Context: an optimization exercise on an open-source flow, tuned for small area, a short achievable clock period and few clock cycles. The choices shown serve that exercise and are no tape-out recipe.
RTL that was checked went through simulation tests only; none was proved equivalent to the original.
No activity file was given, so power comes from the tool's default toggle rates.

==> 08-28: inputs <==
// risc_v
module risc_v
(
 input   wire                        CLK,
 input   wire                        RST,
 output  wire     [31:0]             imem_addr,
 input   wire     [31:0]             imem_rdata,
 output  wire     [31:0]             dmem_addr,
 output  wire     [31:0]             dmem_wdata,
 output  wire                        dmem_we,
 input   wire     [31:0]             dmem_rdata
);
 reg  [31:0] pcF;
 reg  [31:0] instrD, pcD;
 reg         vD;
 reg  [31:0] aE, bE, sdE;           
 reg  [4:0]  rdE;
 reg         weE, stE, ldE, beqE, predTE;
 reg         subE;
 reg  [1:0]  selE;                  
 reg         fAE, fBE, fSE;         
 reg  [31:0] aluM, sdM;
 reg  [4:0]  rdM;
 reg         weM, stM, ldM;
 reg  [31:0] rf [1:31];
 assign imem_addr = pcF;
 wire [31:0] pcF4 = pcF + 32'd4;
 wire [6:0] op  = instrD[6:0];
 wire [4:0] rs1 = instrD[19:15];
 wire [4:0] rs2 = instrD[24:20];
 wire [4:0] rd  = instrD[11:7];
 wire [2:0] f3  = instrD[14:12];
 wire isR = vD & (op == 7'b0110011);
 wire isI = vD & (op == 7'b0010011);
  ...
==> module risc_v, before the edit <==
module risc_v
(
 input   wire                        CLK,
 input   wire                        RST,
 output  wire     [31:0]             imem_addr,
 input   wire     [31:0]             imem_rdata,
 output  wire     [31:0]             dmem_addr,
 output  wire     [31:0]             dmem_wdata,
 output  wire                        dmem_we,
 input   wire     [31:0]             dmem_rdata
);
 reg  [31:0] pcF;
 reg  [31:0] instrD, pcD;
 reg         vD;
 reg  [31:0] aE, bE, sdE;           
 reg  [4:0]  rdE;
 reg         weE, stE, ldE, beqE, predTE;
 reg         subE;
 reg  [1:0]  selE;                  
 reg         fAE, fBE, fSE;         
 reg  [31:0] aluM, sdM;
 reg  [4:0]  rdM;
 reg         weM, stM, ldM;
 reg  [31:0] rf [1:31];
 assign imem_addr = pcF;
 wire [31:0] pcF4 = pcF + 32'd4;
 wire [6:0] op  = instrD[6:0];
 wire [4:0] rs1 = instrD[19:15];
 wire [4:0] rs2 = instrD[24:20];
 wire [4:0] rd  = instrD[11:7];
 wire [2:0] f3  = instrD[14:12];
 wire isR = vD & (op == 7'b0110011);
 wire isI = vD & (op == 7'b0010011);
 wire isL = vD & (op == 7'b0000011);
 wire isS = vD & (op == 7'b0100011);
 wire isB = vD & (op == 7'b1100011);
 wire isJ = vD & (op == 7'b1101111);
 wire use1 = isR | isI | isL | isS | isB;
 wire use2 = isR | isS | isB;
 wire wrD  = (isR | isI | isL | isJ) & (rd != 5'd0);
 wire [31:0] immI = {{20{instrD[31]}}, instrD[31:20]};
 wire [31:0] immS = {{20{instrD[31]}}, instrD[31:25], instrD[11:7]};
 wire [31:0] immB = {{20{instrD[31]}}, instrD[7], instrD[30:25], instrD[11:8], 1'b0};
 wire [31:0] immJ = {{12{instrD[31]}}, instrD[19:12], instrD[20], instrD[30:21], 1'b0};
 wire [31:0] targetD = pcD + (isJ ? immJ : immB);
 wire        predT   = isB & instrD[31];           
 wire m1E  = weE & (rdE == rs1);
 wire m2E  = weE & (rdE == rs2);
 wire stall = ldE & ((use1 & m1E) | (use2 & m2E));
 wire [31:0] resM = ldM ? dmem_rdata : aluM;
 wire m1M = weM & (rdM == rs1);
 wire m2M = weM & (rdM == rs2);
 wire [31:0] rv1 = (rs1 == 5'd0) ? 32'd0 : m1M ? resM : rf[rs1];
 wire [31:0] rv2 = (rs2 == 5'd0) ? 32'd0 : m2M ? resM : rf[rs2];
 wire        redirE;
 wire        redirD = (isJ | predT) & ~stall;
 always @(posedge CLK or negedge RST)
 begin
   if (!RST)
   begin
     pcF <= 32'd0;
     vD  <= 1'b0;
   end
   else if (redirE)
   begin
     pcF <= sdE;
     vD  <= 1'b0;
   end
   else if (!stall)
   begin
     pcF <= redirD ? targetD : pcF4;
     vD  <= ~redirD;
   end
 end
 always @(posedge CLK)
 begin
   if (!stall)
   begin
     instrD <= imem_rdata;
     pcD    <= pcF;
   end
 end
 always @(posedge CLK or negedge RST)
 begin
   if (!RST)
   begin
     weE  <= 1'b0;
     stE  <= 1'b0;
     ldE  <= 1'b0;
     beqE <= 1'b0;
   end
   else if (redirE | stall)
   begin
     weE  <= 1'b0;
     stE  <= 1'b0;
     ldE  <= 1'b0;
     beqE <= 1'b0;
   end
   else
   begin
     weE  <= wrD;
     stE  <= isS;
     ldE  <= isL;
     beqE <= isB;
   end
 end
 always @(posedge CLK)
 begin
   predTE <= instrD[31];
   rdE    <= rd;
   aE     <= isJ ? pcF : rv1;
   bE     <= (isR | isB) ? rv2 : isS ? immS : isJ ? 32'd0 : immI;
   sdE    <= isB ? (predT ? pcF : targetD) : rv2;
   subE   <= isR ? (instrD[30] | f3[1]) : isI & f3[1] & ~f3[2];
   selE   <= (isR | isI) ? (f3[2] ? {1'b1, f3[0]} : {1'b0, f3[1]}) : 2'b00;
   fAE    <= use1 & m1E;
   fBE    <= (isR | isB) & m2E;
   fSE    <= isS & m2E;
 end
 wire [31:0] A = fAE ? aluM : aE;
 wire [31:0] B = fBE ? aluM : bE;
 wire [31:0] sum = A + (B ^ {32{subE}}) + {31'd0, subE};
 wire        lt  = (A[31] ^ B[31]) ? A[31] : sum[31];
 reg  [31:0] res;
 always @(*)
 begin
   case (selE)
     2'b00:   res = sum;
     2'b01:   res = {31'd0, lt};
     2'b10:   res = A | B;
     default: res = A & B;
   endcase
 end
 wire eq = (A == B);
 assign redirE = beqE & (eq ^ predTE);
 always @(posedge CLK or negedge RST)
 begin
   if (!RST)
   begin
     weM <= 1'b0;
     stM <= 1'b0;
     ldM <= 1'b0;
   end
   else
   begin
     weM <= weE;
     stM <= stE;
     ldM <= ldE;
   end
 end
 always @(posedge CLK)
 begin
   aluM <= res;
   sdM  <= fSE ? aluM : sdE;
   rdM  <= rdE;
 end
 assign dmem_addr  = aluM;
 assign dmem_wdata = sdM;
 assign dmem_we    = stM;
 always @(posedge CLK)
 begin
   if (weM)
     rf[rdM] <= resM;
 end
endmodule
Settings: LEC_CHECK=0, CAP_MARGIN=20, CORE_MARGIN=2, CORE_UTILIZATION=40, PLACE_DENSITY=0.6, SLEW_MARGIN=20; clock period 10.0 ns.
run.sh (not shown) runs the stock make flow with config.mk's settings and CLKGATE_MAP_FILE= SYNTH_SCRIPT=/design/flow/synth_recipe.tcl, a recipe that flattens the netlist after the stock synthesis.
==> inputs of 01-04, as changes to 08-28 <==
==> flow/design.v (replaced) <==
module risc_v
(
 input   wire                        CLK,
 input   wire                        RST,
 output  wire     [31:0]             imem_addr,
 input   wire     [31:0]             imem_rdata,
 output  wire     [31:0]             dmem_addr,
 output  wire     [31:0]             dmem_wdata,
 output  wire                        dmem_we,
 input   wire     [31:0]             dmem_rdata
);
 reg  [31:0] pcF;
 reg  [31:0] aX, bX, sdX;           
 reg  [4:0]  rdX;
 reg         weX, stX, ldX, beqX, predTX;
 reg         subX;
 reg  [1:0]  selX;                  
 reg         fAX, fBX, fSX;         
 reg  [31:0] aluM, sdM;
 reg  [4:0]  rdM;
 reg         weM, stM, ldM;
 reg  [31:0] rf [1:31];
 wire        redirX;
 assign imem_addr = pcF;
 wire [31:0] pcF4 = pcF + 32'd4;
 wire [31:0] ins = imem_rdata;
 wire [6:0]  op  = ins[6:0];
 wire [4:0]  rs1 = ins[19:15];
 wire [4:0]  rs2 = ins[24:20];
 wire [4:0]  rd  = ins[11:7];
 wire [2:0]  f3  = ins[14:12];
 wire isR = (op == 7'b0110011);
 wire isI = (op == 7'b0010011);
 wire isL = (op == 7'b0000011);
 wire isS = (op == 7'b0100011);
 wire isB = (op == 7'b1100011);
 wire isJ = (op == 7'b1101111);
 wire use1 = isR | isI | isL | isS | isB;
 wire wrF  = (isR | isI | isL | isJ) & (rd != 5'd0);
 wire [31:0] immI = {{20{ins[31]}}, ins[31:20]};
 wire [31:0] immS = {{20{ins[31]}}, ins[31:25], ins[11:7]};
 wire [31:0] immB = {{20{ins[31]}}, ins[7], ins[30:25], ins[11:8], 1'b0};
 wire [31:0] immJ = {{12{ins[31]}}, ins[19:12], ins[20], ins[30:21], 1'b0};
 wire [31:0] targetF = pcF + (isJ ? immJ : immB);
 wire        predT   = isB & ins[31];           
 wire        takeF   = isJ | predT;
 wire [31:0] resM = ldM ? dmem_rdata : aluM;
 reg  [31:0] rf1, rf2;
 integer k;
 always @(*)
 begin
   rf1 = 32'd0;
   rf2 = 32'd0;
   for (k = 1; k < 32; k = k + 1)
   begin
     rf1 = rf1 | (rf[k] & {32{rs1 == k}});
     rf2 = rf2 | (rf[k] & {32{rs2 == k}});
   end
 end
 wire [31:0] rv1 = (weM & (rdM == rs1) & (rs1 != 5'd0)) ? resM : rf1;
 wire [31:0] rv2 = (weM & (rdM == rs2) & (rs2 != 5'd0)) ? resM : rf2;
 wire m1X = weX & (rdX == rs1);
 wire m2X = weX & (rdX == rs2);
 always @(posedge CLK or negedge RST)
 begin
   if (!RST)
   begin
     pcF  <= 32'd0;
     weX  <= 1'b0;
     stX  <= 1'b0;
     ldX  <= 1'b0;
     beqX <= 1'b0;
   end
   else
   begin
     pcF  <= redirX ? sdX : takeF ? targetF : pcF4;
     weX  <= ~redirX & wrF;
     stX  <= ~redirX & isS;
     ldX  <= ~redirX & isL;
     beqX <= ~redirX & isB;
   end
 end
 always @(posedge CLK)
 begin
   predTX <= ins[31];
   rdX    <= rd;
   aX     <= isJ ? pcF4 : rv1;
   bX     <= (isR | isB) ? rv2 : isS ? immS : isJ ? 32'd0 : immI;
   sdX    <= isB ? (predT ? pcF4 : targetF) : rv2;
   subX   <= isR ? (ins[30] | f3[1]) : isI & f3[1] & ~f3[2];
   selX   <= (isR | isI) ? (f3[2] ? {1'b1, f3[0]} : {1'b0, f3[1]}) : 2'b00;
   fAX    <= use1 & m1X;
   fBX    <= (isR | isB) & m2X;
   fSX    <= isS & m2X;
 end
 wire [31:0] A = fAX ? resM : aX;
 wire [31:0] B = fBX ? resM : bX;
 wire [31:0] sum = A + (B ^ {32{subX}}) + {31'd0, subX};
 wire        lt  = (A[31] ^ B[31]) ? A[31] : sum[31];
 reg  [31:0] res;
 always @(*)
 begin
   case (selX)
     2'b00:   res = sum;
     2'b01:   res = {31'd0, lt};
     2'b10:   res = A | B;
     default: res = A & B;
   endcase
 end
 wire eq = (A == B);
 assign redirX = beqX & (eq ^ predTX);
 always @(posedge CLK or negedge RST)
 begin
   if (!RST)
   begin
     weM <= 1'b0;
     stM <= 1'b0;
     ldM <= 1'b0;
   end
   else
   begin
     weM <= weX;
     stM <= stX;
     ldM <= ldX;
   end
 end
 always @(posedge CLK)
 begin
   aluM <= res;
   sdM  <= fSX ? resM : sdX;
   rdM  <= rdX;
 end
 assign dmem_addr  = aluM;
 assign dmem_wdata = sdM;
 assign dmem_we    = stM;
 always @(posedge CLK)
 begin
   if (weM)
     rf[rdM] <= resM;
 end
endmodule
- SETUP_SLACK_MARGIN: default -> 5
==> comparison table <==
|  | 01-04 | 08-28 |
|---|---|---|
| Run status | finished clean | finished clean |
| Fillers | 12100 | 13500 |
| Layout Utilization | 48.0% | 45.9% |
| Post-route standard cell area excluding fillers | 0.0660 mm^2 | 0.0717 mm^2 |
| Synth Area in Adders | 2.89% | 2.60% |
| Critical path buffers and inverters | 2 | 0 |
| Hold Crit Start | stX | stE |
| Cell area after synthesis | 0.0555 mm^2 | 0.0631 mm^2 |
| Top fanout value on the critical path | 21 | 20 |
| Multi-input combinational area share | 32.0% | 35.4% |
| Pre-CTS worst setup slack | 2.90 ns | 5.29 ns |
| Nets in the synthesized netlist | 4728 | 4217 |
| Met1 usage | 44.7% | 33.0% |
| Worst hold slack | 0.349 ns | 0.360 ns |
| Relative slew slack | 12.3% | 20.0% |
| Worst EP arrival | 5.85 ns | 5.62 ns |
| Total power consumption of the routed design | 14900 uW | 15000 uW |
| Largest net degree at the start of global routing | 71 | 119 |
| Type of the setup path with the least slack | in -> reg | reg -> reg |
| Die Outline Area | 0.142 mm^2 | 0.161 mm^2 |
| Vias in the first global route | 45600 | 39400 |
| Worst setup SP type | input pin | flop |
| Detailed-routed wire length on met3 | 50.0 mm | 18.1 mm |
| Worst IR drop on VDD | 0.139 mV | 0.200 mV |
| Internal cell power | 10200 uW | 10500 uW |
Testbench counts of 01-04, summed over its fixed seeds: cycles 103,424.
Only the layout flow was run in 08-28; the RTL was not checked for function there.

-- afterwards: timing with drivers on the ports --
Ports are ideal in the flow. The routed layouts listed here were re-timed in OpenROAD. Step 1 sets driving cells, clkbuf_16 on the clock port and buf_2 on the other inputs (assumed; they add their load-dependent delay and slew). Step 2 moves the port delays by t, midway between the first and last clock arrival at a register: inputs arrive t later, outputs are due t later. That takes back most of the time a late clock gives input paths. Three values: ideal ports, drivers, drivers and shift; two values: the first two.
run	shift t [ns]	setup slack, ns	worst setup path at the end	cell pins on the clock port's net
08-28	0.863	5.103 / 5.103 / 5.103	register to register	1
01-04	0.892	4.882 / 4.915 / 4.023	input to register	1
After both steps every run listed still meets setup and hold. The setup slack of 01-04, which loses most, moves by +0.033 ns with the drivers and by -0.859 ns with both steps.
